What follows belongs to an exercise in optimizing a design on an open flow for small area and a short achievable clock period; a production flow would make more cautious choices. In this exercise RTL edits were held to simulation tests only and were not proved equivalent to the original. Power is estimated from default activity; no workload was simulated.

## design/flow/flow/run.sh

```bash
#!/bin/bash
set -euo pipefail
MARGIN=$(python3 -c "print(round(${FLOW_PERIOD_NS} - 12.5, 3))")
bash standard.sh SETUP_SLACK_MARGIN=$MARGIN "BUFFER_PORTS_ARGS=-buffer_cell sky130_fd_sc_hd__buf_1" finish > standard_flow.log 2>&1
```

## design/flow/standard.sh

```bash
#!/bin/bash
# synth_recipe.tcl (not shown) runs the flow's synth.tcl, then flattens the netlist and writes it again
# the make line also repeats each setting of config.mk as NAME=value (left out here)
make -C /OpenROAD-flow-scripts/flow DESIGN_CONFIG=/design/flow/config.mk WORK_HOME=/design/flow/orfs CLKGATE_MAP_FILE= SYNTH_SCRIPT=/design/flow/synth_recipe.tcl "${@:-finish}"
```

## design/flow/config.mk

```make
export PLATFORM = sky130hd
export DESIGN_NAME = CPU
export DESIGN_NICKNAME = CPU
export VERILOG_FILES = /design/flow/design.v
export SDC_FILE = /design/flow/constraint.sdc
export NUM_CORES = 4
export LEC_CHECK = 0
export ABC_AREA = 1
export CAP_MARGIN = 20
export CORE_MARGIN = 2
export CORE_UTILIZATION = 40
export SLEW_MARGIN = 20
export SYNTH_HIERARCHICAL = 1
```

## design/flow/constraint.sdc

```tcl
create_clock -name core_clock -period 32.0 [get_ports {clock}]
set_input_delay 6.4000 -clock core_clock [delete_from_list [all_inputs] [get_ports {clock}]]
set_output_delay 6.4000 -clock core_clock [all_outputs]
set_load 0.01 [all_outputs]
```

## design/flow/design.v

```verilog
module CPU(clock,reset,MemData,MemOut,rd,wr,PC,IR,MBR,AC,MAR,SR);
input clock;
input reset;
input signed [15:0] MemData;
output reg signed [15:0] MemOut;
output reg [10:0] PC,MAR;
output reg signed [15:0] IR,MBR;
output signed [15:0] AC;
output reg wr,rd;
output [3:0] SR;    
reg [2:0] state;
reg signed [15:0] ACr;      
reg [3:0] SRr;
reg accSel;                 
wire [3:0] op = IR[15:12];
wire       m  = IR[11];
wire        ld   = (op == 4'h1);
wire        sub  = (op == 4'h4);
wire        ls   = ld | (op == 4'h3) | sub;   
wire        mul  = (op == 4'h5);
wire        dv   = (op == 4'h6);
wire        sa   = ACr[15];
wire [15:0] lorA;
assign lorA[0] = 1'b0;
genvar ga;
generate
  for (ga = 1; ga < 16; ga = ga + 1) begin : la
    assign lorA[ga] = |ACr[ga-1:0];
  end
endgenerate
wire [15:0] absa = {16{dv}} & (ACr ^ ({16{sa}} & lorA));
reg  [15:0] absAr;
always @(posedge clock) absAr <= absa;
reg ldq, subq, lsq, mulq, dvq;
always @(posedge clock) begin
  ldq <= ld; subq <= sub; lsq <= ls; mulq <= mul; dvq <= dv;
end
wire [15:0] d1, B1c;
wire        cin1;
wire [4:0] s3_r, s3_q;
cpu_s3 u_s3(.MemData(MemData), .IRlo(IR[11:0]), .dv(dvq), .sub(subq), .absAr(absAr),
            .ACr(ACr), .d1(d1), .cin1(cin1), .B1c(B1c), .r_out(s3_r), .q_out(s3_q));
reg [15:0] B1r;
reg        cinr, d1s;
always @(posedge clock)
  if (state == 3'd3) begin
    B1r <= B1c; cinr <= cin1; d1s <= d1[15];
  end
reg [4:0] p1r, p1q;
always @(posedge clock) begin
  p1r <= s3_r;
  p1q <= s3_q;
end
wire [13:0] s4_r;
wire [8:0] s4_q;
cpu_s4 u_s4(.p1r(p1r), .absAr(absAr), .ACr(ACr), .B1r(B1r), .cinr(cinr), .dv(dvq),
            .r_out(s4_r), .q_out(s4_q));
reg [13:0] p2r;
reg [13:0] p2q;
always @(posedge clock) begin
  p2r <= s4_r;
  p2q <= {p1q, s4_q};
end
wire [15:0] res;
wire [3:0]  resf;
cpu_s0 u_s0(.p2r(p2r), .p2q(p2q), .absAr(absAr), .ACr(ACr), .SRr(SRr), .accSel(accSel),
            .B1r(B1r), .cinr(cinr), .d1s(d1s), .dv(dvq), .mul(mulq), .ls(lsq), .ld(ldq), .sub(subq),
            .res(res), .resf(resf), .AC(AC), .SR(SR));
always @(posedge clock) begin
  if (reset) begin
    PC <= 0; MAR <= 0; IR <= 0; MBR <= 0; ACr <= 0; MemOut <= 0; SRr <= 0;
    rd <= 1; wr <= 0;
    accSel <= 0;
    state <= 0;
  end else
  case (state)
  0: begin
    rd <= 1; wr <= 0;
    MAR <= PC;
    if (accSel) begin
      ACr <= res;
      SRr <= resf;
    end
    accSel <= 0;
    state <= 1;
  end
  1: begin
    rd <= 1; wr <= 0;
    IR <= MemData;
    PC <= PC + 1'b1;
    state <= 2;
  end
  2: begin
    if (m) MAR <= IR[10:0];
    state <= 3;
  end
  3: begin
    state <= 4;
    case (op)
      4'h1, 4'h3, 4'h4, 4'h5, 4'h6: MBR <= d1;
      4'h2: begin MBR <= ACr; rd <= 0; wr <= 1; end
      4'h7: begin PC <= MAR; state <= 0; end
      4'h8: if (SRr[3]) begin PC <= MAR; state <= 0; end
      default: ;
    endcase
  end
  4: begin
    state <= 0;
    case (op)
      4'h2: MemOut <= MBR;
      4'h1, 4'h3, 4'h4, 4'h5, 4'h6: accSel <= 1'b1;
      default: ;
    endcase
  end
  default: state <= 0;
  endcase
end
endmodule
module cpu_s3(input [15:0] MemData, input [11:0] IRlo, input dv, input sub,
              input [15:0] absAr, input [15:0] ACr,
              output [15:0] d1, output cin1, output [15:0] B1c,
              output [4:0] r_out, output [4:0] q_out);
assign d1   = IRlo[11] ? MemData : {5'b0, IRlo[10:0]};    
assign cin1 = (dv & ~d1[15]) | sub;
assign B1c  = d1 ^ {16{cin1}};
wire w1 = absAr[15] & B1c[0];
wire w2 = absAr[15] | B1c[0];
wire w3 = w1 | (w2 & cin1);
wire w4 = w2 & 1'b0;
wire w5 = w3 & (d1[15] ? (&d1[15:1]) : ~(|d1[15:1]));
wire w6 = dv ? w5 : ACr[15];
wire [0:0] r7;
assign r7[0] = absAr[15] ^ (w6 & (B1c[0] ^ cin1));
wire w8 = absAr[14] & B1c[0];
wire w9 = absAr[14] | B1c[0];
wire w10 = r7[0] & B1c[1];
wire w11 = r7[0] | B1c[1];
wire w12 = w8 | (w9 & cin1);
wire w13 = w9 & 1'b0;
wire w14 = w10 | (w11 & w12);
wire w15 = w11 & w13;
wire w16 = w14 & (d1[15] ? (&d1[15:2]) : ~(|d1[15:2]));
wire w17 = dv ? w16 : ACr[14];
wire [1:0] r18;
assign r18[0] = absAr[14] ^ (w17 & (B1c[0] ^ cin1));
assign r18[1] = r7[0] ^ (w17 & (B1c[1] ^ w12));
wire w19 = absAr[13] & B1c[0];
wire w20 = absAr[13] | B1c[0];
wire w21 = r18[0] & B1c[1];
wire w22 = r18[0] | B1c[1];
wire w23 = r18[1] & B1c[2];
wire w24 = r18[1] | B1c[2];
wire w25 = w19 | (w20 & cin1);
wire w26 = w20 & 1'b0;
wire w27 = w23 | (w24 & w21);
wire w28 = w24 & w22;
wire w29 = w21 | (w22 & w25);
wire w30 = w22 & w26;
wire w31 = w27 | (w28 & w25);
wire w32 = w28 & w26;
wire w33 = w31 & (d1[15] ? (&d1[15:3]) : ~(|d1[15:3]));
wire w34 = dv ? w33 : ACr[13];
wire [2:0] r35;
assign r35[0] = absAr[13] ^ (w34 & (B1c[0] ^ cin1));
assign r35[1] = r18[0] ^ (w34 & (B1c[1] ^ w25));
assign r35[2] = r18[1] ^ (w34 & (B1c[2] ^ w29));
wire w36 = absAr[12] & B1c[0];
wire w37 = absAr[12] | B1c[0];
wire w38 = r35[0] & B1c[1];
wire w39 = r35[0] | B1c[1];
wire w40 = r35[1] & B1c[2];
wire w41 = r35[1] | B1c[2];
wire w42 = r35[2] & B1c[3];
wire w43 = r35[2] | B1c[3];
wire w44 = w36 | (w37 & cin1);
wire w45 = w37 & 1'b0;
wire w46 = w40 | (w41 & w38);
wire w47 = w41 & w39;
wire w48 = w38 | (w39 & w44);
wire w49 = w39 & w45;
wire w50 = w46 | (w47 & w44);
wire w51 = w47 & w45;
wire w52 = w42 | (w43 & w50);
wire w53 = w43 & w51;
wire w54 = w52 & (d1[15] ? (&d1[15:4]) : ~(|d1[15:4]));
wire w55 = dv ? w54 : ACr[12];
wire [3:0] r56;
assign r56[0] = absAr[12] ^ (w55 & (B1c[0] ^ cin1));
assign r56[1] = r35[0] ^ (w55 & (B1c[1] ^ w44));
assign r56[2] = r35[1] ^ (w55 & (B1c[2] ^ w48));
assign r56[3] = r35[2] ^ (w55 & (B1c[3] ^ w50));
wire w57 = absAr[11] & B1c[0];
wire w58 = absAr[11] | B1c[0];
wire w59 = r56[0] & B1c[1];
wire w60 = r56[0] | B1c[1];
wire w61 = r56[1] & B1c[2];
wire w62 = r56[1] | B1c[2];
wire w63 = r56[2] & B1c[3];
wire w64 = r56[2] | B1c[3];
wire w65 = r56[3] & B1c[4];
wire w66 = r56[3] | B1c[4];
wire w67 = w57 | (w58 & cin1);
wire w68 = w58 & 1'b0;
wire w69 = w61 | (w62 & w59);
wire w70 = w62 & w60;
wire w71 = w65 | (w66 & w63);
wire w72 = w66 & w64;
wire w73 = w59 | (w60 & w67);
wire w74 = w60 & w68;
wire w75 = w69 | (w70 & w67);
wire w76 = w70 & w68;
wire w77 = w63 | (w64 & w75);
wire w78 = w64 & w76;
wire w79 = w71 | (w72 & w75);
wire w80 = w72 & w76;
wire w81 = w79 & (d1[15] ? (&d1[15:5]) : ~(|d1[15:5]));
wire w82 = dv ? w81 : ACr[11];
wire [4:0] r83;
assign r83[0] = absAr[11] ^ (w82 & (B1c[0] ^ cin1));
assign r83[1] = r56[0] ^ (w82 & (B1c[1] ^ w67));
assign r83[2] = r56[1] ^ (w82 & (B1c[2] ^ w73));
assign r83[3] = r56[2] ^ (w82 & (B1c[3] ^ w75));
assign r83[4] = r56[3] ^ (w82 & (B1c[4] ^ w77));
assign r_out = r83;
assign q_out = {w5, w16, w33, w54, w81};
endmodule
module cpu_s4(input [4:0] p1r, input [15:0] absAr, input [15:0] ACr,
              input [15:0] B1r, input cinr, input dv,
              output [13:0] r_out, output [8:0] q_out);
wire w84 = absAr[10] & B1r[0];
wire w85 = absAr[10] | B1r[0];
wire w86 = p1r[0] & B1r[1];
wire w87 = p1r[0] | B1r[1];
wire w88 = p1r[1] & B1r[2];
wire w89 = p1r[1] | B1r[2];
wire w90 = p1r[2] & B1r[3];
wire w91 = p1r[2] | B1r[3];
wire w92 = p1r[3] & B1r[4];
wire w93 = p1r[3] | B1r[4];
wire w94 = p1r[4] & B1r[5];
wire w95 = p1r[4] | B1r[5];
wire w96 = w84 | (w85 & cinr);
wire w97 = w85 & 1'b0;
wire w98 = w88 | (w89 & w86);
wire w99 = w89 & w87;
wire w100 = w92 | (w93 & w90);
wire w101 = w93 & w91;
wire w102 = w86 | (w87 & w96);
wire w103 = w87 & w97;
wire w104 = w98 | (w99 & w96);
wire w105 = w99 & w97;
wire w106 = w94 | (w95 & w100);
wire w107 = w95 & w101;
wire w108 = w90 | (w91 & w104);
wire w109 = w91 & w105;
wire w110 = w100 | (w101 & w104);
wire w111 = w101 & w105;
wire w112 = w106 | (w107 & w104);
wire w113 = w107 & w105;
wire w114 = w112 & (&B1r[15:6]);
wire w115 = dv ? w114 : ACr[10];
wire [5:0] r116;
assign r116[0] = absAr[10] ^ (w115 & (B1r[0] ^ cinr));
assign r116[1] = p1r[0] ^ (w115 & (B1r[1] ^ w96));
assign r116[2] = p1r[1] ^ (w115 & (B1r[2] ^ w102));
assign r116[3] = p1r[2] ^ (w115 & (B1r[3] ^ w104));
assign r116[4] = p1r[3] ^ (w115 & (B1r[4] ^ w108));
assign r116[5] = p1r[4] ^ (w115 & (B1r[5] ^ w110));
wire w117 = absAr[9] & B1r[0];
wire w118 = absAr[9] | B1r[0];
wire w119 = r116[0] & B1r[1];
wire w120 = r116[0] | B1r[1];
wire w121 = r116[1] & B1r[2];
wire w122 = r116[1] | B1r[2];
wire w123 = r116[2] & B1r[3];
wire w124 = r116[2] | B1r[3];
wire w125 = r116[3] & B1r[4];
wire w126 = r116[3] | B1r[4];
wire w127 = r116[4] & B1r[5];
wire w128 = r116[4] | B1r[5];
wire w129 = r116[5] & B1r[6];
wire w130 = r116[5] | B1r[6];
wire w131 = w117 | (w118 & cinr);
wire w132 = w118 & 1'b0;
wire w133 = w121 | (w122 & w119);
wire w134 = w122 & w120;
wire w135 = w125 | (w126 & w123);
wire w136 = w126 & w124;
wire w137 = w129 | (w130 & w127);
wire w138 = w130 & w128;
wire w139 = w119 | (w120 & w131);
wire w140 = w120 & w132;
wire w141 = w133 | (w134 & w131);
wire w142 = w134 & w132;
wire w143 = w127 | (w128 & w135);
wire w144 = w128 & w136;
wire w145 = w137 | (w138 & w135);
wire w146 = w138 & w136;
wire w147 = w123 | (w124 & w141);
wire w148 = w124 & w142;
wire w149 = w135 | (w136 & w141);
wire w150 = w136 & w142;
wire w151 = w143 | (w144 & w141);
wire w152 = w144 & w142;
wire w153 = w145 | (w146 & w141);
wire w154 = w146 & w142;
wire w155 = w153 & (&B1r[15:7]);
wire w156 = dv ? w155 : ACr[9];
wire [6:0] r157;
assign r157[0] = absAr[9] ^ (w156 & (B1r[0] ^ cinr));
assign r157[1] = r116[0] ^ (w156 & (B1r[1] ^ w131));
assign r157[2] = r116[1] ^ (w156 & (B1r[2] ^ w139));
assign r157[3] = r116[2] ^ (w156 & (B1r[3] ^ w141));
assign r157[4] = r116[3] ^ (w156 & (B1r[4] ^ w147));
assign r157[5] = r116[4] ^ (w156 & (B1r[5] ^ w149));
assign r157[6] = r116[5] ^ (w156 & (B1r[6] ^ w151));
wire w158 = absAr[8] & B1r[0];
wire w159 = absAr[8] | B1r[0];
wire w160 = r157[0] & B1r[1];
wire w161 = r157[0] | B1r[1];
wire w162 = r157[1] & B1r[2];
wire w163 = r157[1] | B1r[2];
wire w164 = r157[2] & B1r[3];
wire w165 = r157[2] | B1r[3];
wire w166 = r157[3] & B1r[4];
wire w167 = r157[3] | B1r[4];
wire w168 = r157[4] & B1r[5];
wire w169 = r157[4] | B1r[5];
wire w170 = r157[5] & B1r[6];
wire w171 = r157[5] | B1r[6];
wire w172 = r157[6] & B1r[7];
wire w173 = r157[6] | B1r[7];
wire w174 = w158 | (w159 & cinr);
wire w175 = w159 & 1'b0;
wire w176 = w162 | (w163 & w160);
wire w177 = w163 & w161;
wire w178 = w166 | (w167 & w164);
wire w179 = w167 & w165;
wire w180 = w170 | (w171 & w168);
wire w181 = w171 & w169;
wire w182 = w160 | (w161 & w174);
wire w183 = w161 & w175;
wire w184 = w176 | (w177 & w174);
wire w185 = w177 & w175;
wire w186 = w168 | (w169 & w178);
wire w187 = w169 & w179;
wire w188 = w180 | (w181 & w178);
wire w189 = w181 & w179;
wire w190 = w164 | (w165 & w184);
wire w191 = w165 & w185;
wire w192 = w178 | (w179 & w184);
wire w193 = w179 & w185;
wire w194 = w186 | (w187 & w184);
wire w195 = w187 & w185;
wire w196 = w188 | (w189 & w184);
wire w197 = w189 & w185;
wire w198 = w172 | (w173 & w196);
wire w199 = w173 & w197;
wire w200 = w198 & (&B1r[15:8]);
wire w201 = dv ? w200 : ACr[8];
wire [7:0] r202;
assign r202[0] = absAr[8] ^ (w201 & (B1r[0] ^ cinr));
assign r202[1] = r157[0] ^ (w201 & (B1r[1] ^ w174));
assign r202[2] = r157[1] ^ (w201 & (B1r[2] ^ w182));
assign r202[3] = r157[2] ^ (w201 & (B1r[3] ^ w184));
assign r202[4] = r157[3] ^ (w201 & (B1r[4] ^ w190));
assign r202[5] = r157[4] ^ (w201 & (B1r[5] ^ w192));
assign r202[6] = r157[5] ^ (w201 & (B1r[6] ^ w194));
assign r202[7] = r157[6] ^ (w201 & (B1r[7] ^ w196));
wire w203 = absAr[7] & B1r[0];
wire w204 = absAr[7] | B1r[0];
wire w205 = r202[0] & B1r[1];
wire w206 = r202[0] | B1r[1];
wire w207 = r202[1] & B1r[2];
wire w208 = r202[1] | B1r[2];
wire w209 = r202[2] & B1r[3];
wire w210 = r202[2] | B1r[3];
wire w211 = r202[3] & B1r[4];
wire w212 = r202[3] | B1r[4];
wire w213 = r202[4] & B1r[5];
wire w214 = r202[4] | B1r[5];
wire w215 = r202[5] & B1r[6];
wire w216 = r202[5] | B1r[6];
wire w217 = r202[6] & B1r[7];
wire w218 = r202[6] | B1r[7];
wire w219 = r202[7] & B1r[8];
wire w220 = r202[7] | B1r[8];
wire w221 = w203 | (w204 & cinr);
wire w222 = w204 & 1'b0;
wire w223 = w207 | (w208 & w205);
wire w224 = w208 & w206;
wire w225 = w211 | (w212 & w209);
wire w226 = w212 & w210;
wire w227 = w215 | (w216 & w213);
wire w228 = w216 & w214;
wire w229 = w219 | (w220 & w217);
wire w230 = w220 & w218;
wire w231 = w205 | (w206 & w221);
wire w232 = w206 & w222;
wire w233 = w223 | (w224 & w221);
wire w234 = w224 & w222;
wire w235 = w213 | (w214 & w225);
wire w236 = w214 & w226;
wire w237 = w227 | (w228 & w225);
wire w238 = w228 & w226;
wire w239 = w209 | (w210 & w233);
wire w240 = w210 & w234;
wire w241 = w225 | (w226 & w233);
wire w242 = w226 & w234;
wire w243 = w235 | (w236 & w233);
wire w244 = w236 & w234;
wire w245 = w237 | (w238 & w233);
wire w246 = w238 & w234;
wire w247 = w217 | (w218 & w245);
wire w248 = w218 & w246;
wire w249 = w229 | (w230 & w245);
wire w250 = w230 & w246;
wire w251 = w249 & (&B1r[15:9]);
wire w252 = dv ? w251 : ACr[7];
wire [8:0] r253;
assign r253[0] = absAr[7] ^ (w252 & (B1r[0] ^ cinr));
assign r253[1] = r202[0] ^ (w252 & (B1r[1] ^ w221));
assign r253[2] = r202[1] ^ (w252 & (B1r[2] ^ w231));
assign r253[3] = r202[2] ^ (w252 & (B1r[3] ^ w233));
assign r253[4] = r202[3] ^ (w252 & (B1r[4] ^ w239));
assign r253[5] = r202[4] ^ (w252 & (B1r[5] ^ w241));
assign r253[6] = r202[5] ^ (w252 & (B1r[6] ^ w243));
assign r253[7] = r202[6] ^ (w252 & (B1r[7] ^ w245));
assign r253[8] = r202[7] ^ (w252 & (B1r[8] ^ w247));
wire w254 = absAr[6] & B1r[0];
wire w255 = absAr[6] | B1r[0];
wire w256 = r253[0] & B1r[1];
wire w257 = r253[0] | B1r[1];
wire w258 = r253[1] & B1r[2];
wire w259 = r253[1] | B1r[2];
wire w260 = r253[2] & B1r[3];
wire w261 = r253[2] | B1r[3];
wire w262 = r253[3] & B1r[4];
wire w263 = r253[3] | B1r[4];
wire w264 = r253[4] & B1r[5];
wire w265 = r253[4] | B1r[5];
wire w266 = r253[5] & B1r[6];
wire w267 = r253[5] | B1r[6];
wire w268 = r253[6] & B1r[7];
wire w269 = r253[6] | B1r[7];
wire w270 = r253[7] & B1r[8];
wire w271 = r253[7] | B1r[8];
wire w272 = r253[8] & B1r[9];
wire w273 = r253[8] | B1r[9];
wire w274 = w254 | (w255 & cinr);
wire w275 = w255 & 1'b0;
wire w276 = w258 | (w259 & w256);
wire w277 = w259 & w257;
wire w278 = w262 | (w263 & w260);
wire w279 = w263 & w261;
wire w280 = w266 | (w267 & w264);
wire w281 = w267 & w265;
wire w282 = w270 | (w271 & w268);
wire w283 = w271 & w269;
wire w284 = w256 | (w257 & w274);
wire w285 = w257 & w275;
wire w286 = w276 | (w277 & w274);
wire w287 = w277 & w275;
wire w288 = w264 | (w265 & w278);
wire w289 = w265 & w279;
wire w290 = w280 | (w281 & w278);
wire w291 = w281 & w279;
wire w292 = w272 | (w273 & w282);
wire w293 = w273 & w283;
wire w294 = w260 | (w261 & w286);
wire w295 = w261 & w287;
wire w296 = w278 | (w279 & w286);
wire w297 = w279 & w287;
wire w298 = w288 | (w289 & w286);
wire w299 = w289 & w287;
wire w300 = w290 | (w291 & w286);
wire w301 = w291 & w287;
wire w302 = w268 | (w269 & w300);
wire w303 = w269 & w301;
wire w304 = w282 | (w283 & w300);
wire w305 = w283 & w301;
wire w306 = w292 | (w293 & w300);
wire w307 = w293 & w301;
wire w308 = w306 & (&B1r[15:10]);
wire w309 = dv ? w308 : ACr[6];
wire [9:0] r310;
assign r310[0] = absAr[6] ^ (w309 & (B1r[0] ^ cinr));
assign r310[1] = r253[0] ^ (w309 & (B1r[1] ^ w274));
assign r310[2] = r253[1] ^ (w309 & (B1r[2] ^ w284));
assign r310[3] = r253[2] ^ (w309 & (B1r[3] ^ w286));
assign r310[4] = r253[3] ^ (w309 & (B1r[4] ^ w294));
assign r310[5] = r253[4] ^ (w309 & (B1r[5] ^ w296));
assign r310[6] = r253[5] ^ (w309 & (B1r[6] ^ w298));
assign r310[7] = r253[6] ^ (w309 & (B1r[7] ^ w300));
assign r310[8] = r253[7] ^ (w309 & (B1r[8] ^ w302));
assign r310[9] = r253[8] ^ (w309 & (B1r[9] ^ w304));
wire w311 = absAr[5] & B1r[0];
wire w312 = absAr[5] | B1r[0];
wire w313 = r310[0] & B1r[1];
wire w314 = r310[0] | B1r[1];
wire w315 = r310[1] & B1r[2];
wire w316 = r310[1] | B1r[2];
wire w317 = r310[2] & B1r[3];
wire w318 = r310[2] | B1r[3];
wire w319 = r310[3] & B1r[4];
wire w320 = r310[3] | B1r[4];
wire w321 = r310[4] & B1r[5];
wire w322 = r310[4] | B1r[5];
wire w323 = r310[5] & B1r[6];
wire w324 = r310[5] | B1r[6];
wire w325 = r310[6] & B1r[7];
wire w326 = r310[6] | B1r[7];
wire w327 = r310[7] & B1r[8];
wire w328 = r310[7] | B1r[8];
wire w329 = r310[8] & B1r[9];
wire w330 = r310[8] | B1r[9];
wire w331 = r310[9] & B1r[10];
wire w332 = r310[9] | B1r[10];
wire w333 = w311 | (w312 & cinr);
wire w334 = w312 & 1'b0;
wire w335 = w315 | (w316 & w313);
wire w336 = w316 & w314;
wire w337 = w319 | (w320 & w317);
wire w338 = w320 & w318;
wire w339 = w323 | (w324 & w321);
wire w340 = w324 & w322;
wire w341 = w327 | (w328 & w325);
wire w342 = w328 & w326;
wire w343 = w331 | (w332 & w329);
wire w344 = w332 & w330;
wire w345 = w313 | (w314 & w333);
wire w346 = w314 & w334;
wire w347 = w335 | (w336 & w333);
wire w348 = w336 & w334;
wire w349 = w321 | (w322 & w337);
wire w350 = w322 & w338;
wire w351 = w339 | (w340 & w337);
wire w352 = w340 & w338;
wire w353 = w329 | (w330 & w341);
wire w354 = w330 & w342;
wire w355 = w343 | (w344 & w341);
wire w356 = w344 & w342;
wire w357 = w317 | (w318 & w347);
wire w358 = w318 & w348;
wire w359 = w337 | (w338 & w347);
wire w360 = w338 & w348;
wire w361 = w349 | (w350 & w347);
wire w362 = w350 & w348;
wire w363 = w351 | (w352 & w347);
wire w364 = w352 & w348;
wire w365 = w325 | (w326 & w363);
wire w366 = w326 & w364;
wire w367 = w341 | (w342 & w363);
wire w368 = w342 & w364;
wire w369 = w353 | (w354 & w363);
wire w370 = w354 & w364;
wire w371 = w355 | (w356 & w363);
wire w372 = w356 & w364;
wire w373 = w371 & (&B1r[15:11]);
wire w374 = dv ? w373 : ACr[5];
wire [10:0] r375;
assign r375[0] = absAr[5] ^ (w374 & (B1r[0] ^ cinr));
assign r375[1] = r310[0] ^ (w374 & (B1r[1] ^ w333));
assign r375[2] = r310[1] ^ (w374 & (B1r[2] ^ w345));
assign r375[3] = r310[2] ^ (w374 & (B1r[3] ^ w347));
assign r375[4] = r310[3] ^ (w374 & (B1r[4] ^ w357));
assign r375[5] = r310[4] ^ (w374 & (B1r[5] ^ w359));
assign r375[6] = r310[5] ^ (w374 & (B1r[6] ^ w361));
assign r375[7] = r310[6] ^ (w374 & (B1r[7] ^ w363));
assign r375[8] = r310[7] ^ (w374 & (B1r[8] ^ w365));
assign r375[9] = r310[8] ^ (w374 & (B1r[9] ^ w367));
assign r375[10] = r310[9] ^ (w374 & (B1r[10] ^ w369));
wire w376 = absAr[4] & B1r[0];
wire w377 = absAr[4] | B1r[0];
wire w378 = r375[0] & B1r[1];
wire w379 = r375[0] | B1r[1];
wire w380 = r375[1] & B1r[2];
wire w381 = r375[1] | B1r[2];
wire w382 = r375[2] & B1r[3];
wire w383 = r375[2] | B1r[3];
wire w384 = r375[3] & B1r[4];
wire w385 = r375[3] | B1r[4];
wire w386 = r375[4] & B1r[5];
wire w387 = r375[4] | B1r[5];
wire w388 = r375[5] & B1r[6];
wire w389 = r375[5] | B1r[6];
wire w390 = r375[6] & B1r[7];
wire w391 = r375[6] | B1r[7];
wire w392 = r375[7] & B1r[8];
wire w393 = r375[7] | B1r[8];
wire w394 = r375[8] & B1r[9];
wire w395 = r375[8] | B1r[9];
wire w396 = r375[9] & B1r[10];
wire w397 = r375[9] | B1r[10];
wire w398 = r375[10] & B1r[11];
wire w399 = r375[10] | B1r[11];
wire w400 = w376 | (w377 & cinr);
wire w401 = w377 & 1'b0;
wire w402 = w380 | (w381 & w378);
wire w403 = w381 & w379;
wire w404 = w384 | (w385 & w382);
wire w405 = w385 & w383;
wire w406 = w388 | (w389 & w386);
wire w407 = w389 & w387;
wire w408 = w392 | (w393 & w390);
wire w409 = w393 & w391;
wire w410 = w396 | (w397 & w394);
wire w411 = w397 & w395;
wire w412 = w378 | (w379 & w400);
wire w413 = w379 & w401;
wire w414 = w402 | (w403 & w400);
wire w415 = w403 & w401;
wire w416 = w386 | (w387 & w404);
wire w417 = w387 & w405;
wire w418 = w406 | (w407 & w404);
wire w419 = w407 & w405;
wire w420 = w394 | (w395 & w408);
wire w421 = w395 & w409;
wire w422 = w410 | (w411 & w408);
wire w423 = w411 & w409;
wire w424 = w382 | (w383 & w414);
wire w425 = w383 & w415;
wire w426 = w404 | (w405 & w414);
wire w427 = w405 & w415;
wire w428 = w416 | (w417 & w414);
wire w429 = w417 & w415;
wire w430 = w418 | (w419 & w414);
wire w431 = w419 & w415;
wire w432 = w398 | (w399 & w422);
wire w433 = w399 & w423;
wire w434 = w390 | (w391 & w430);
wire w435 = w391 & w431;
wire w436 = w408 | (w409 & w430);
wire w437 = w409 & w431;
wire w438 = w420 | (w421 & w430);
wire w439 = w421 & w431;
wire w440 = w422 | (w423 & w430);
wire w441 = w423 & w431;
wire w442 = w432 | (w433 & w430);
wire w443 = w433 & w431;
wire w444 = w442 & (&B1r[15:12]);
wire w445 = dv ? w444 : ACr[4];
wire [11:0] r446;
assign r446[0] = absAr[4] ^ (w445 & (B1r[0] ^ cinr));
assign r446[1] = r375[0] ^ (w445 & (B1r[1] ^ w400));
assign r446[2] = r375[1] ^ (w445 & (B1r[2] ^ w412));
assign r446[3] = r375[2] ^ (w445 & (B1r[3] ^ w414));
assign r446[4] = r375[3] ^ (w445 & (B1r[4] ^ w424));
assign r446[5] = r375[4] ^ (w445 & (B1r[5] ^ w426));
assign r446[6] = r375[5] ^ (w445 & (B1r[6] ^ w428));
assign r446[7] = r375[6] ^ (w445 & (B1r[7] ^ w430));
assign r446[8] = r375[7] ^ (w445 & (B1r[8] ^ w434));
assign r446[9] = r375[8] ^ (w445 & (B1r[9] ^ w436));
assign r446[10] = r375[9] ^ (w445 & (B1r[10] ^ w438));
assign r446[11] = r375[10] ^ (w445 & (B1r[11] ^ w440));
wire w447 = absAr[3] & B1r[0];
wire w448 = absAr[3] | B1r[0];
wire w449 = r446[0] & B1r[1];
wire w450 = r446[0] | B1r[1];
wire w451 = r446[1] & B1r[2];
wire w452 = r446[1] | B1r[2];
wire w453 = r446[2] & B1r[3];
wire w454 = r446[2] | B1r[3];
wire w455 = r446[3] & B1r[4];
wire w456 = r446[3] | B1r[4];
wire w457 = r446[4] & B1r[5];
wire w458 = r446[4] | B1r[5];
wire w459 = r446[5] & B1r[6];
wire w460 = r446[5] | B1r[6];
wire w461 = r446[6] & B1r[7];
wire w462 = r446[6] | B1r[7];
wire w463 = r446[7] & B1r[8];
wire w464 = r446[7] | B1r[8];
wire w465 = r446[8] & B1r[9];
wire w466 = r446[8] | B1r[9];
wire w467 = r446[9] & B1r[10];
wire w468 = r446[9] | B1r[10];
wire w469 = r446[10] & B1r[11];
wire w470 = r446[10] | B1r[11];
wire w471 = r446[11] & B1r[12];
wire w472 = r446[11] | B1r[12];
wire w473 = w447 | (w448 & cinr);
wire w474 = w448 & 1'b0;
wire w475 = w451 | (w452 & w449);
wire w476 = w452 & w450;
wire w477 = w455 | (w456 & w453);
wire w478 = w456 & w454;
wire w479 = w459 | (w460 & w457);
wire w480 = w460 & w458;
wire w481 = w463 | (w464 & w461);
wire w482 = w464 & w462;
wire w483 = w467 | (w468 & w465);
wire w484 = w468 & w466;
wire w485 = w471 | (w472 & w469);
wire w486 = w472 & w470;
wire w487 = w449 | (w450 & w473);
wire w488 = w450 & w474;
wire w489 = w475 | (w476 & w473);
wire w490 = w476 & w474;
wire w491 = w457 | (w458 & w477);
wire w492 = w458 & w478;
wire w493 = w479 | (w480 & w477);
wire w494 = w480 & w478;
wire w495 = w465 | (w466 & w481);
wire w496 = w466 & w482;
wire w497 = w483 | (w484 & w481);
wire w498 = w484 & w482;
wire w499 = w453 | (w454 & w489);
wire w500 = w454 & w490;
wire w501 = w477 | (w478 & w489);
wire w502 = w478 & w490;
wire w503 = w491 | (w492 & w489);
wire w504 = w492 & w490;
wire w505 = w493 | (w494 & w489);
wire w506 = w494 & w490;
wire w507 = w469 | (w470 & w497);
wire w508 = w470 & w498;
wire w509 = w485 | (w486 & w497);
wire w510 = w486 & w498;
wire w511 = w461 | (w462 & w505);
wire w512 = w462 & w506;
wire w513 = w481 | (w482 & w505);
wire w514 = w482 & w506;
wire w515 = w495 | (w496 & w505);
wire w516 = w496 & w506;
wire w517 = w497 | (w498 & w505);
wire w518 = w498 & w506;
wire w519 = w507 | (w508 & w505);
wire w520 = w508 & w506;
wire w521 = w509 | (w510 & w505);
wire w522 = w510 & w506;
wire w523 = w521 & (&B1r[15:13]);
wire w524 = dv ? w523 : ACr[3];
wire [12:0] r525;
assign r525[0] = absAr[3] ^ (w524 & (B1r[0] ^ cinr));
assign r525[1] = r446[0] ^ (w524 & (B1r[1] ^ w473));
assign r525[2] = r446[1] ^ (w524 & (B1r[2] ^ w487));
assign r525[3] = r446[2] ^ (w524 & (B1r[3] ^ w489));
assign r525[4] = r446[3] ^ (w524 & (B1r[4] ^ w499));
assign r525[5] = r446[4] ^ (w524 & (B1r[5] ^ w501));
assign r525[6] = r446[5] ^ (w524 & (B1r[6] ^ w503));
assign r525[7] = r446[6] ^ (w524 & (B1r[7] ^ w505));
assign r525[8] = r446[7] ^ (w524 & (B1r[8] ^ w511));
assign r525[9] = r446[8] ^ (w524 & (B1r[9] ^ w513));
assign r525[10] = r446[9] ^ (w524 & (B1r[10] ^ w515));
assign r525[11] = r446[10] ^ (w524 & (B1r[11] ^ w517));
assign r525[12] = r446[11] ^ (w524 & (B1r[12] ^ w519));
wire w526 = absAr[2] & B1r[0];
wire w527 = absAr[2] | B1r[0];
wire w528 = r525[0] & B1r[1];
wire w529 = r525[0] | B1r[1];
wire w530 = r525[1] & B1r[2];
wire w531 = r525[1] | B1r[2];
wire w532 = r525[2] & B1r[3];
wire w533 = r525[2] | B1r[3];
wire w534 = r525[3] & B1r[4];
wire w535 = r525[3] | B1r[4];
wire w536 = r525[4] & B1r[5];
wire w537 = r525[4] | B1r[5];
wire w538 = r525[5] & B1r[6];
wire w539 = r525[5] | B1r[6];
wire w540 = r525[6] & B1r[7];
wire w541 = r525[6] | B1r[7];
wire w542 = r525[7] & B1r[8];
wire w543 = r525[7] | B1r[8];
wire w544 = r525[8] & B1r[9];
wire w545 = r525[8] | B1r[9];
wire w546 = r525[9] & B1r[10];
wire w547 = r525[9] | B1r[10];
wire w548 = r525[10] & B1r[11];
wire w549 = r525[10] | B1r[11];
wire w550 = r525[11] & B1r[12];
wire w551 = r525[11] | B1r[12];
wire w552 = r525[12] & B1r[13];
wire w553 = r525[12] | B1r[13];
wire w554 = w526 | (w527 & cinr);
wire w555 = w527 & 1'b0;
wire w556 = w530 | (w531 & w528);
wire w557 = w531 & w529;
wire w558 = w534 | (w535 & w532);
wire w559 = w535 & w533;
wire w560 = w538 | (w539 & w536);
wire w561 = w539 & w537;
wire w562 = w542 | (w543 & w540);
wire w563 = w543 & w541;
wire w564 = w546 | (w547 & w544);
wire w565 = w547 & w545;
wire w566 = w550 | (w551 & w548);
wire w567 = w551 & w549;
wire w568 = w528 | (w529 & w554);
wire w569 = w529 & w555;
wire w570 = w556 | (w557 & w554);
wire w571 = w557 & w555;
wire w572 = w536 | (w537 & w558);
wire w573 = w537 & w559;
wire w574 = w560 | (w561 & w558);
wire w575 = w561 & w559;
wire w576 = w544 | (w545 & w562);
wire w577 = w545 & w563;
wire w578 = w564 | (w565 & w562);
wire w579 = w565 & w563;
wire w580 = w552 | (w553 & w566);
wire w581 = w553 & w567;
wire w582 = w532 | (w533 & w570);
wire w583 = w533 & w571;
wire w584 = w558 | (w559 & w570);
wire w585 = w559 & w571;
wire w586 = w572 | (w573 & w570);
wire w587 = w573 & w571;
wire w588 = w574 | (w575 & w570);
wire w589 = w575 & w571;
wire w590 = w548 | (w549 & w578);
wire w591 = w549 & w579;
wire w592 = w566 | (w567 & w578);
wire w593 = w567 & w579;
wire w594 = w580 | (w581 & w578);
wire w595 = w581 & w579;
wire w596 = w540 | (w541 & w588);
wire w597 = w541 & w589;
wire w598 = w562 | (w563 & w588);
wire w599 = w563 & w589;
wire w600 = w576 | (w577 & w588);
wire w601 = w577 & w589;
wire w602 = w578 | (w579 & w588);
wire w603 = w579 & w589;
wire w604 = w590 | (w591 & w588);
wire w605 = w591 & w589;
wire w606 = w592 | (w593 & w588);
wire w607 = w593 & w589;
wire w608 = w594 | (w595 & w588);
wire w609 = w595 & w589;
wire w610 = w608 & (&B1r[15:14]);
wire w611 = dv ? w610 : ACr[2];
wire [13:0] r612;
assign r612[0] = absAr[2] ^ (w611 & (B1r[0] ^ cinr));
assign r612[1] = r525[0] ^ (w611 & (B1r[1] ^ w554));
assign r612[2] = r525[1] ^ (w611 & (B1r[2] ^ w568));
assign r612[3] = r525[2] ^ (w611 & (B1r[3] ^ w570));
assign r612[4] = r525[3] ^ (w611 & (B1r[4] ^ w582));
assign r612[5] = r525[4] ^ (w611 & (B1r[5] ^ w584));
assign r612[6] = r525[5] ^ (w611 & (B1r[6] ^ w586));
assign r612[7] = r525[6] ^ (w611 & (B1r[7] ^ w588));
assign r612[8] = r525[7] ^ (w611 & (B1r[8] ^ w596));
assign r612[9] = r525[8] ^ (w611 & (B1r[9] ^ w598));
assign r612[10] = r525[9] ^ (w611 & (B1r[10] ^ w600));
assign r612[11] = r525[10] ^ (w611 & (B1r[11] ^ w602));
assign r612[12] = r525[11] ^ (w611 & (B1r[12] ^ w604));
assign r612[13] = r525[12] ^ (w611 & (B1r[13] ^ w606));
assign r_out = r612;
assign q_out = {w114, w155, w200, w251, w308, w373, w444, w523, w610};
endmodule
module cpu_s0(input [13:0] p2r, input [13:0] p2q, input [15:0] absAr,
              input [15:0] ACr, input [3:0] SRr, input accSel,
              input [15:0] B1r, input cinr, input d1s,
              input dv, input mul, input ls, input ld, input sub,
              output [15:0] res, output [3:0] resf, output [15:0] AC, output [3:0] SR);
wire w613 = absAr[1] & B1r[0];
wire w614 = absAr[1] | B1r[0];
wire w615 = p2r[0] & B1r[1];
wire w616 = p2r[0] | B1r[1];
wire w617 = p2r[1] & B1r[2];
wire w618 = p2r[1] | B1r[2];
wire w619 = p2r[2] & B1r[3];
wire w620 = p2r[2] | B1r[3];
wire w621 = p2r[3] & B1r[4];
wire w622 = p2r[3] | B1r[4];
wire w623 = p2r[4] & B1r[5];
wire w624 = p2r[4] | B1r[5];
wire w625 = p2r[5] & B1r[6];
wire w626 = p2r[5] | B1r[6];
wire w627 = p2r[6] & B1r[7];
wire w628 = p2r[6] | B1r[7];
wire w629 = p2r[7] & B1r[8];
wire w630 = p2r[7] | B1r[8];
wire w631 = p2r[8] & B1r[9];
wire w632 = p2r[8] | B1r[9];
wire w633 = p2r[9] & B1r[10];
wire w634 = p2r[9] | B1r[10];
wire w635 = p2r[10] & B1r[11];
wire w636 = p2r[10] | B1r[11];
wire w637 = p2r[11] & B1r[12];
wire w638 = p2r[11] | B1r[12];
wire w639 = p2r[12] & B1r[13];
wire w640 = p2r[12] | B1r[13];
wire w641 = p2r[13] & B1r[14];
wire w642 = p2r[13] | B1r[14];
wire w643 = w613 | (w614 & cinr);
wire w644 = w614 & 1'b0;
wire w645 = w617 | (w618 & w615);
wire w646 = w618 & w616;
wire w647 = w621 | (w622 & w619);
wire w648 = w622 & w620;
wire w649 = w625 | (w626 & w623);
wire w650 = w626 & w624;
wire w651 = w629 | (w630 & w627);
wire w652 = w630 & w628;
wire w653 = w633 | (w634 & w631);
wire w654 = w634 & w632;
wire w655 = w637 | (w638 & w635);
wire w656 = w638 & w636;
wire w657 = w641 | (w642 & w639);
wire w658 = w642 & w640;
wire w659 = w615 | (w616 & w643);
wire w660 = w616 & w644;
wire w661 = w645 | (w646 & w643);
wire w662 = w646 & w644;
wire w663 = w623 | (w624 & w647);
wire w664 = w624 & w648;
wire w665 = w649 | (w650 & w647);
wire w666 = w650 & w648;
wire w667 = w631 | (w632 & w651);
wire w668 = w632 & w652;
wire w669 = w653 | (w654 & w651);
wire w670 = w654 & w652;
wire w671 = w639 | (w640 & w655);
wire w672 = w640 & w656;
wire w673 = w657 | (w658 & w655);
wire w674 = w658 & w656;
wire w675 = w619 | (w620 & w661);
wire w676 = w620 & w662;
wire w677 = w647 | (w648 & w661);
wire w678 = w648 & w662;
wire w679 = w663 | (w664 & w661);
wire w680 = w664 & w662;
wire w681 = w665 | (w666 & w661);
wire w682 = w666 & w662;
wire w683 = w635 | (w636 & w669);
wire w684 = w636 & w670;
wire w685 = w655 | (w656 & w669);
wire w686 = w656 & w670;
wire w687 = w671 | (w672 & w669);
wire w688 = w672 & w670;
wire w689 = w673 | (w674 & w669);
wire w690 = w674 & w670;
wire w691 = w627 | (w628 & w681);
wire w692 = w628 & w682;
wire w693 = w651 | (w652 & w681);
wire w694 = w652 & w682;
wire w695 = w667 | (w668 & w681);
wire w696 = w668 & w682;
wire w697 = w669 | (w670 & w681);
wire w698 = w670 & w682;
wire w699 = w683 | (w684 & w681);
wire w700 = w684 & w682;
wire w701 = w685 | (w686 & w681);
wire w702 = w686 & w682;
wire w703 = w687 | (w688 & w681);
wire w704 = w688 & w682;
wire w705 = w689 | (w690 & w681);
wire w706 = w690 & w682;
wire w707 = w705 & (&B1r[15:15]);
wire w708 = dv ? w707 : ACr[1];
wire [14:0] r709;
assign r709[0] = absAr[1] ^ (w708 & (B1r[0] ^ cinr));
assign r709[1] = p2r[0] ^ (w708 & (B1r[1] ^ w643));
assign r709[2] = p2r[1] ^ (w708 & (B1r[2] ^ w659));
assign r709[3] = p2r[2] ^ (w708 & (B1r[3] ^ w661));
assign r709[4] = p2r[3] ^ (w708 & (B1r[4] ^ w675));
assign r709[5] = p2r[4] ^ (w708 & (B1r[5] ^ w677));
assign r709[6] = p2r[5] ^ (w708 & (B1r[6] ^ w679));
assign r709[7] = p2r[6] ^ (w708 & (B1r[7] ^ w681));
assign r709[8] = p2r[7] ^ (w708 & (B1r[8] ^ w691));
assign r709[9] = p2r[8] ^ (w708 & (B1r[9] ^ w693));
assign r709[10] = p2r[9] ^ (w708 & (B1r[10] ^ w695));
assign r709[11] = p2r[10] ^ (w708 & (B1r[11] ^ w697));
assign r709[12] = p2r[11] ^ (w708 & (B1r[12] ^ w699));
assign r709[13] = p2r[12] ^ (w708 & (B1r[13] ^ w701));
assign r709[14] = p2r[13] ^ (w708 & (B1r[14] ^ w703));
wire w710 = ls ? (~ld & ACr[0]) : absAr[0];
wire w711 = ls ? (~ld & ACr[1]) : r709[0];
wire w712 = ls ? (~ld & ACr[2]) : r709[1];
wire w713 = ls ? (~ld & ACr[3]) : r709[2];
wire w714 = ls ? (~ld & ACr[4]) : r709[3];
wire w715 = ls ? (~ld & ACr[5]) : r709[4];
wire w716 = ls ? (~ld & ACr[6]) : r709[5];
wire w717 = ls ? (~ld & ACr[7]) : r709[6];
wire w718 = ls ? (~ld & ACr[8]) : r709[7];
wire w719 = ls ? (~ld & ACr[9]) : r709[8];
wire w720 = ls ? (~ld & ACr[10]) : r709[9];
wire w721 = ls ? (~ld & ACr[11]) : r709[10];
wire w722 = ls ? (~ld & ACr[12]) : r709[11];
wire w723 = ls ? (~ld & ACr[13]) : r709[12];
wire w724 = ls ? (~ld & ACr[14]) : r709[13];
wire w725 = ls ? (~ld & ACr[15]) : r709[14];
wire w726 = w710 & B1r[0];
wire w727 = w710 | B1r[0];
wire w728 = w711 & B1r[1];
wire w729 = w711 | B1r[1];
wire w730 = w712 & B1r[2];
wire w731 = w712 | B1r[2];
wire w732 = w713 & B1r[3];
wire w733 = w713 | B1r[3];
wire w734 = w714 & B1r[4];
wire w735 = w714 | B1r[4];
wire w736 = w715 & B1r[5];
wire w737 = w715 | B1r[5];
wire w738 = w716 & B1r[6];
wire w739 = w716 | B1r[6];
wire w740 = w717 & B1r[7];
wire w741 = w717 | B1r[7];
wire w742 = w718 & B1r[8];
wire w743 = w718 | B1r[8];
wire w744 = w719 & B1r[9];
wire w745 = w719 | B1r[9];
wire w746 = w720 & B1r[10];
wire w747 = w720 | B1r[10];
wire w748 = w721 & B1r[11];
wire w749 = w721 | B1r[11];
wire w750 = w722 & B1r[12];
wire w751 = w722 | B1r[12];
wire w752 = w723 & B1r[13];
wire w753 = w723 | B1r[13];
wire w754 = w724 & B1r[14];
wire w755 = w724 | B1r[14];
wire w756 = w725 & B1r[15];
wire w757 = w725 | B1r[15];
wire w758 = w726 | (w727 & cinr);
wire w759 = w727 & 1'b0;
wire w760 = w730 | (w731 & w728);
wire w761 = w731 & w729;
wire w762 = w734 | (w735 & w732);
wire w763 = w735 & w733;
wire w764 = w738 | (w739 & w736);
wire w765 = w739 & w737;
wire w766 = w742 | (w743 & w740);
wire w767 = w743 & w741;
wire w768 = w746 | (w747 & w744);
wire w769 = w747 & w745;
wire w770 = w750 | (w751 & w748);
wire w771 = w751 & w749;
wire w772 = w754 | (w755 & w752);
wire w773 = w755 & w753;
wire w774 = w728 | (w729 & w758);
wire w775 = w729 & w759;
wire w776 = w760 | (w761 & w758);
wire w777 = w761 & w759;
wire w778 = w736 | (w737 & w762);
wire w779 = w737 & w763;
wire w780 = w764 | (w765 & w762);
wire w781 = w765 & w763;
wire w782 = w744 | (w745 & w766);
wire w783 = w745 & w767;
wire w784 = w768 | (w769 & w766);
wire w785 = w769 & w767;
wire w786 = w752 | (w753 & w770);
wire w787 = w753 & w771;
wire w788 = w772 | (w773 & w770);
wire w789 = w773 & w771;
wire w790 = w732 | (w733 & w776);
wire w791 = w733 & w777;
wire w792 = w762 | (w763 & w776);
wire w793 = w763 & w777;
wire w794 = w778 | (w779 & w776);
wire w795 = w779 & w777;
wire w796 = w780 | (w781 & w776);
wire w797 = w781 & w777;
wire w798 = w748 | (w749 & w784);
wire w799 = w749 & w785;
wire w800 = w770 | (w771 & w784);
wire w801 = w771 & w785;
wire w802 = w786 | (w787 & w784);
wire w803 = w787 & w785;
wire w804 = w788 | (w789 & w784);
wire w805 = w789 & w785;
wire w806 = w740 | (w741 & w796);
wire w807 = w741 & w797;
wire w808 = w766 | (w767 & w796);
wire w809 = w767 & w797;
wire w810 = w782 | (w783 & w796);
wire w811 = w783 & w797;
wire w812 = w784 | (w785 & w796);
wire w813 = w785 & w797;
wire w814 = w798 | (w799 & w796);
wire w815 = w799 & w797;
wire w816 = w800 | (w801 & w796);
wire w817 = w801 & w797;
wire w818 = w802 | (w803 & w796);
wire w819 = w803 & w797;
wire w820 = w804 | (w805 & w796);
wire w821 = w805 & w797;
wire w822 = w756 | (w757 & w820);
wire w823 = w757 & w821;
wire w824 = w822 & 1'b1;
wire lastc = w822;     
wire w825 = dv ? w824 : (~mul | ACr[0]);
wire [15:0] r826;
assign r826[0] = w710 ^ (w825 & (B1r[0] ^ cinr));
assign r826[1] = w711 ^ (w825 & (B1r[1] ^ w758));
assign r826[2] = w712 ^ (w825 & (B1r[2] ^ w774));
assign r826[3] = w713 ^ (w825 & (B1r[3] ^ w776));
assign r826[4] = w714 ^ (w825 & (B1r[4] ^ w790));
assign r826[5] = w715 ^ (w825 & (B1r[5] ^ w792));
assign r826[6] = w716 ^ (w825 & (B1r[6] ^ w794));
assign r826[7] = w717 ^ (w825 & (B1r[7] ^ w796));
assign r826[8] = w718 ^ (w825 & (B1r[8] ^ w806));
assign r826[9] = w719 ^ (w825 & (B1r[9] ^ w808));
assign r826[10] = w720 ^ (w825 & (B1r[10] ^ w810));
assign r826[11] = w721 ^ (w825 & (B1r[11] ^ w812));
assign r826[12] = w722 ^ (w825 & (B1r[12] ^ w814));
assign r826[13] = w723 ^ (w825 & (B1r[13] ^ w816));
assign r826[14] = w724 ^ (w825 & (B1r[14] ^ w818));
assign r826[15] = w725 ^ (w825 & (B1r[15] ^ w820));
wire [15:0] qu = {p2q, w707, w824};
wire [15:0] prod = r826;             
wire        sa   = ACr[15];
wire        dz   = cinr & (&B1r);           
wire        negq = sa ^ d1s;
wire [15:0] lowor;
assign lowor[0] = 1'b0;
genvar gi;
generate
  for (gi = 1; gi < 16; gi = gi + 1) begin : lo
    assign lowor[gi] = |qu[gi-1:0];
  end
endgenerate
wire [15:0] quot  = dz ? 16'd0 : (qu ^ ({16{negq}} & lowor));
assign      res   = dv ? quot : prod;
wire        resz  = dv ? (dz | ~|qu) : ~|prod;
wire        as_   = ls & ~ld;
wire        resc  = as_ & (lastc ^ sub);
wire        resv  = as_ & (ACr[15] == B1r[15]) & (prod[15] != ACr[15]);
assign      resf  = {resz, res[15], resc, resv};
assign AC = accSel ? res : ACr;
assign SR = accSel ? resf : SRr;
endmodule
```

==> results of run 1 <==
-- cell usage in the layout (no fill, tap or decap), types with 4 or more instances in the layout --
master     Yosys  final
xor2_2         3      4
nand2_8        0      7
clkbuf_16      0     18
clkinv_4       0      4
inv_1        376    375
dfxtp_1      155    155
o21ai_1       43     43
nand2_4       13     12
inv_2         40     41
nor3_2         5      5
buf_4         31     38
edfxtp_1      18     18
xnor2_1        6      6
clkinv_1       9      8
buf_1          2    109
or2_2          6      6
a21oi_2       14     14
nand3_1      329    328
clkbuf_8       6      4
o21ai_2        5      4
o211ai_1      19     19
nand4_1       14     14
xor2_1        92     91
nand2_1     1091   1089
a21oi_1       97     97
o21ai_0      115    115
a31oi_1        8      8
nor2_1       248    246
nand3_2       55     55
nand3b_1      22     22
nor3_1         9      9
and2_1         7      7
a21boi_0       9      9
nor4_1         6      6
nand2_2       79     81
nor2_2        20     22
-- cell type report --
type	instances	area, µm²
fill	4691	24300
multi-input combinational	2345	11500
sequential	173	3640
inverter	426	1610
tap	585	732
timing repair buffer	148	714
clock buffer	23	509
clock inverter	9	73.8
-- flip-flops by register name (all words and copies together), names as in the netlist, 3 cells and up --
register,flops
ACr,16
B1r,16
IR,16
MBR,16
MemOut,16
absAr,16
p2q,14
p2r,14
MAR,11
PC,11
p1q,5
p1r,5
SRr,4
state,3
-- worst reg2reg max path: cells and delay by family (launching register included) --
family / cells / cell delay, ns
compound gates: 2 / 0.19
xor+xnor: 1 / 0.17
buf+inv: 8 / 0.98
flops: 1 / 0.33
simple gates: 84 / 9.39
-- through the flow --
stage / cell area (µm²) / hold slack [ns] / utilization, %
after detailed placement: 17900 / 0.314 / 41.5
after floorplan: 17500 / 0.310 / -
final: 18800 / 0.329 / 43.6
after global routing: 18800 / 0.334 / 43.6
after global placement: 17900 / 0.318 / 41.5
after CTS: 18500 / 0.330 / 42.9
-- final timing paths --
| path | from | endpoint | slack, ns | cells past startpoint |
|---|---|---|---|---|
| hold / removal | p1q[0]$_DFF_P_ | p2q[9]$_DFF_P_ | 0.33 | 0 |
| setup reg to reg | B1r[11]$_DFFE_PN_ | p2r[10]$_DFF_P_ | 20.84 | 95 |
| hold reg to reg | p1q[0]$_DFF_P_ | p2q[9]$_DFF_P_ | 0.33 | 0 |
| setup / recovery | B1r[8]$_DFFE_PN_ | SR[3] | 20.14 | 31 |
-- cell families (layout without fill, tap and decap cells) --
family                   count (synthesis)  count (layout)  share of synthesized area [%]
buffers and inverters                  537             606                           14.3
adder cells (fa/ha/maj)                  1               1                         0.0716
AND/OR/NAND/NOR                       1915            1921                           49.2
flip-flops                             173             173                           20.8
XOR/XNOR                               103             103                           5.37
AO/OA/AOI/OAI                          320             320                           10.2
-- what timing repair did --
action | CTS | global route
hold buffers | 0 | 0
endpoints found under the setup margin | 0 | 18
setup buffers | 0 | 19
gates resized for setup | 0 | 20
-- Yosys stat by module, one instance, submodules excluded --
module / area [µm²] / flops+latches / cells
cpu_s0: 3290 / 0 / 691
cpu_s3: 1670 / 0 / 334
CPU: 6260 / 173 / 730
cpu_s4: 6260 / 0 / 1294
-- power groups by stage --
stage          logic [mW]  clock network (mW)  registers (mW)
4_1_cts             0.151               0.211           0.240
2_1_floorplan       0.115                   0           0.243
6_report            0.155               0.207           0.239
3_5_place_dp        0.150                   0           0.245
3_3_place_gp        0.148                   0           0.245
5_1_grt             0.174               0.218           0.240
-- Yosys cell counts, types with 31 or more instances --
cell	count
o21ai_1	43
inv_2	40
buf_4	31
inv_1	376
nor2_1	248
nand3_1	329
nand2_1	1091
a21oi_1	97
nand2_2	79
dfxtp_1	155
nand3_2	55
o21ai_0	115
xor2_1	92
-- per-layer routing --
metal / wire length (µm) / share of wire, %
met1: 25500 / 45
met2: 26000 / 46
met3: 2740 / 4.9
met4: 2040 / 3.6
met5: 0 / 0
==> out/summary.txt, run 1 <==
Status - complete, no violations
Post-synth EDFFs - 18
Initial antenna violation count - 0
CORE AREA - 43100 µm²
Layout area overhead - 7.49%
Die height - 213 µm
CP Class - reg -> out
Slowest cell on crit path - nand2_2
TritonCTS clock tree - yes
Met3 GRT Util - 3.47%
Synth top area cells - nand2_1 23%, dfxtp_1 18%, nand3_1 9.4%
Synth warnings - 7
Row count - 76
Reg power frac - 39.8%
Ratio of cells with drive above 1 in the final layout - 10.9%
Seq/Total Area, Yosys - 20.8%
Top Usage Layer GRT - met2
Number of max-cap violations - 0
Gp weighted congestion - 0.938
Total GRT Usage - 24.9%
Int Power - 0.386 mW
Worst Path Required - 25.60 ns
Clk Latency, worst-skew pair - 0.45 ns
CTS clk-pin slew, worst paths - 0.07 ns
Crit Path Max Fanout - 31
Clock root cell - clkbuf_16
1st-iter DRT viols - 1178
Grt ovf - 0
Buffers and inverters on the worst path - 4
Yosys top cell by area - nand2_1
H-tree depth - 4
Detailed Routing Iterations Pass 1 - 8
Drt drc - 0
Worst Setup End Kind - primary output
Netlist cell types - 56
Final Hold Viols - 0
Final Max Slew Viols - 0
Final wirelength - 56.2 mm
Syn_area_per_cell - 5.73 µm²
Highest Clock Rate - 84.3 MHz
Final setup viols - 0
Cell Area, Synth - 17500 µm²
CP startpoint kind - flip-flop
Vias after detailed routing - 18800
Die area - 45400 µm²
Clock skew - 0.00963 ns
CTS sink cnt - 173
Clk pwr share - 34.4%
Dpl cells - 3652
IO Pins - 110
Mapped Nets - 3068
Max clock buf depth - 2
Via/cell ratio - 5.08
ANT cells - 0
Post-DP HPWL - 43.0 mm
ANT nets after route - 0
Main flop type after synthesis - dfxtp_1
DR WL/cell - 15.2 µm
Worst-Margin Slew - 1.01 ns
GR Layer Usage met1 - 31.8%
Number of synthesized register bits - 173
Design Power - 0.601 mW
Final min period - 11.86 ns
CP peak stage delay - 0.49 ns
Num CTS Buffers - 17
Top cell type's share of synthesized area - 23.4%
Post-synth ARST share - 0%
Net Sw Frac - 35.7%
Global-route wire length before repair - 89.5 mm
Pre-CTS WS - 19.59 ns
Final worst setup slack - 20.14 ns
Psw - 0.215 mW
Number of global-route vias before repair - 17400
Cells after synthesis - 3049
Crit path top cell by count - nand2_1
CP Data Arrival Time - 5.46 ns
Net count, final - 3130
Lkg Pwr - 9.58 nW
Worst Hold Class - reg -> reg
Port Buffer Count - 109
Logic pwr share - 25.8%
Peak VDD IR - 0.0332 mV
Unrepaired setup endpoints after global routing - no
Met2 usage - 42.1%
Final worst-path cycle share - 37.1%
Non-filler cells in the finished layout - 3709
Setup TNS - 0 ns
Largest net degree at the start of global routing - 80
Pwr dens - 32.0 nW/µm²
Worst slew margin - 32.4%
Starting Density - 40.6%
Crit-path leading delay family - simple AND/OR/NAND/NOR gates
Die Span X - 213 µm
==> run 2, diff against run 1 <==
--- a/design/flow/config.mk
+++ b/design/flow/config.mk
@@ -11,2 +11,3 @@
 export CORE_UTILIZATION = 40
+export GPL_ROUTABILITY_DRIVEN = 0
 export SLEW_MARGIN = 20
==> run 2 against run 1 <==
Net effect: count of clock-buffer cells in the layout decreased by 1; fmax decreased by 0.13%; synthesized cell count unchanged; non-clock buffer count decreased by 1; combinational power about the same; flip-flop and latch count unchanged; first-iteration DRC count increased by 12%; still clean; largest power group unchanged.
==> out/summary.txt, run 2 <==
Final Hold Viols - 0
Cells after synthesis - 3049
Starting Density - 40.6%
Synth top area cells - nand2_1 23%, dfxtp_1 18%, nand3_1 9.4%
CP Class - reg -> out
Grt ovf - 0
Clk Latency, worst-skew pair - 0.45 ns
Worst Path Required - 25.60 ns
Top cell type's share of synthesized area - 23.4%
Post-DP HPWL - 42.3 mm
Mapped Nets - 3068
CTS clk-pin slew, worst paths - 0.07 ns
CORE AREA - 43100 µm²
Post-layout util - 43.4%
Worst Hold Class - reg -> reg
Crit path top cell by count - nand2_1
Detailed Routing Iterations Pass 1 - 9
Clock root cell - clkbuf_16
Main flop type after synthesis - dfxtp_1
Unrepaired setup endpoints after global routing - no
Cts hold-fix bufs - 0
DRT met1 WL - 24.5 mm
IO Pins - 110
Non-filler cells in the finished layout - 3705
Post-synth ARST share - 0%
Synth warnings - 7
Die height - 213 µm
Row count - 76
WL met3 - 2.94 mm
Number of global-route vias before repair - 16900
Status - complete, no violations
Worst slew margin - 33.8%
Min Hold Slack - 0.330 ns
Lkg Pwr - 9.54 nW
Num CTS Buffers - 17
DR WL/cell - 14.8 µm
CP Data Arrival Time - 5.47 ns
Yosys top cell by area - nand2_1
CP peak stage delay - 0.48 ns
TritonCTS clock tree - yes
Met2 wire length - 25.6 mm
Crit Path Max Fanout - 31
Die Span X - 213 µm
R2r setup slk - 20.78 ns
H-tree depth - 4
Crit-path leading delay family - simple AND/OR/NAND/NOR gates
Vias after detailed routing - 18900
Die area - 45400 µm²
Slowest cell on crit path - nand2_2
Final setup viols - 0
Clock skew - 0.0144 ns
Buffers and inverters on the worst path - 2
ANT cells - 0
Drt drc - 0
Syn_area_per_cell - 5.73 µm²
Final Max Slew Viols - 0
Netlist cell types - 56
Synth top cells by count - 1091 x nand2_1, 376 x inv_1, 329 x nand3_1
Pwr dens - 31.7 nW/µm²
1st-iter DRT viols - 1319
Worst-Margin Slew - 0.992 ns
CTS sink cnt - 173
Port Buffer Count - 109
Cell Area, Synth - 17500 µm²
Dpl cells - 3655
Post-synth EDFFs - 18
Layout area overhead - 6.88%
Number of synthesized register bits - 173
Net count, final - 3126
Seq/Total Area, Yosys - 20.8%
Uppermost layer routed - met5
Total GRT Usage - 24.0%
ANT nets after route - 0
Most frequent cells in the layout - 1089 x nand2_1, 375 x inv_1, 329 x nand3_1
Initial antenna violation count - 1
Global-route wire length before repair - 86.5 mm
Number of max-cap violations - 0
Final wirelength - 54.8 mm
Dominant cell by count in the synthesized netlist - nand2_1
CP startpoint kind - flip-flop
Final worst-path cycle share - 37.1%
Commonest non-fill, non-tap cell in the layout - nand2_1
Highest Clock Rate - 84.2 MHz
Peak VDD IR - 0.0309 mV
Final min period - 11.87 ns
Ratio of cells with drive above 1 in the final layout - 10.5%
Worst Setup End Kind - primary output
Setup TNS - 0 ns
Via/cell ratio - 5.11
Largest net degree at the start of global routing - 80
Max clock buf depth - 2
-- run 2: changes by cell type in the layout (fill, tap and decap cells not counted), sizes merged --
cell      delta
buf          -1
clkbuf       -1
clkinv       -1
clkinvlp     -1
inv          +3
nand2        -3
-- run 2: final timing paths --
path / startpoint / endpoint / depth (start not counted)
setup / recovery: B1r[7]$_DFFE_PN_ / SR[3] / 32
hold reg to reg: p1q[0]$_DFF_P_ / p2q[9]$_DFF_P_ / 0
setup reg to reg: B1r[11]$_DFFE_PN_ / p2r[7]$_DFF_P_ / 98
hold / removal: p1q[0]$_DFF_P_ / p2q[9]$_DFF_P_ / 0
-- run 2: per-module statistics from Yosys (local to each module, per instance) --
module  flops+latches  cell area (µm²)
CPU               173             6260
cpu_s0              0             3290
cpu_s3              0             1670
cpu_s4              0             6260
-- run 2: timing repair --
action | CTS | global route
buffers inserted | 0 | 15
resized for setup | 0 | 16
endpoints found under the setup margin | 0 | 19
-- run 2: final cells by class --
class | instances | area, µm²
multi-input combinational | 2342 | 11400
sequential | 173 | 3640
fill | 4637 | 24400
inverter | 426 | 1610
timing repair buffer | 147 | 727
tap | 585 | 732
clock inverter | 10 | 80.1
clock buffer | 22 | 464
-- run 2: kinds of logic (layout without fill, tap and decap cells) --
logic type | count (synthesis) | after routing | share of synthesized area [%]
xor+xnor | 103 | 103 | 5.37
fa+ha+maj | 1 | 1 | 0.0716
flops | 173 | 173 | 20.8
simple gates | 1915 | 1918 | 49.2
compound gates | 320 | 320 | 10.2
buf+inv | 537 | 605 | 14.3
-- run 2: power by group --
part	internal [mW]	total, mW	switching, mW
registers	0.229	0.240	0.0111
logic	0.0447	0.154	0.110
clock network	0.105	0.199	0.0942
-- run 2: stage by stage --
step	setup slack [ns]	instance area (µm²)	total power, mW
after floorplan	22.39	17500	0.358
after global placement	20.24	17900	0.392
after detailed placement	19.90	17900	0.395
after CTS	19.88	18500	0.593
after global routing	19.49	18700	0.625
final	20.13	18700	0.593
-- run 2: worst reg2reg max path: cells and delay by family (launching register included) --
family / cells / cell delay [ns]
DFF: 1 / 0.33
and+or+nand+nor: 89 / 9.61
AOI/OAI and AO/OA: 2 / 0.42
buffers and inverters: 7 / 0.75
-- run 2: layer usage --
layer	up-vias	track usage, %
met1	8636	30.9
met3	97	2.96
met4	2	9.04
met2	546	40.8
li1	9637	-
met5	-	0

-- static timing again, ports no longer ideal --
No port has a modelled driver above. Below, the same layouts with a new extraction and two added sets of constraints. Step 1 assumes that a clkbuf_16 drives the clock port and a buf_2 every other input. Step 2 moves the port delays by t, midway between the first and last clock arrival at a register: inputs arrive t later, outputs are due t later. That takes back most of the time a late clock gives input paths. a / b / c = ideal / step 1 / step 2; a / b = the first two.
run	t (ns)	setup WS [ns]	worst hold slack (ns)	worst data-port slew with drivers (ns)	pins driven straight from the clock port
run 1	0.499	20.143 / 20.090 / 20.589	0.329 / 0.329 / 0.329	0.05	1
run 2	0.502	20.128 / 20.073 / 20.575	0.330 / 0.330 / 0.330	0.05	1
After both steps every run listed still meets setup and hold.
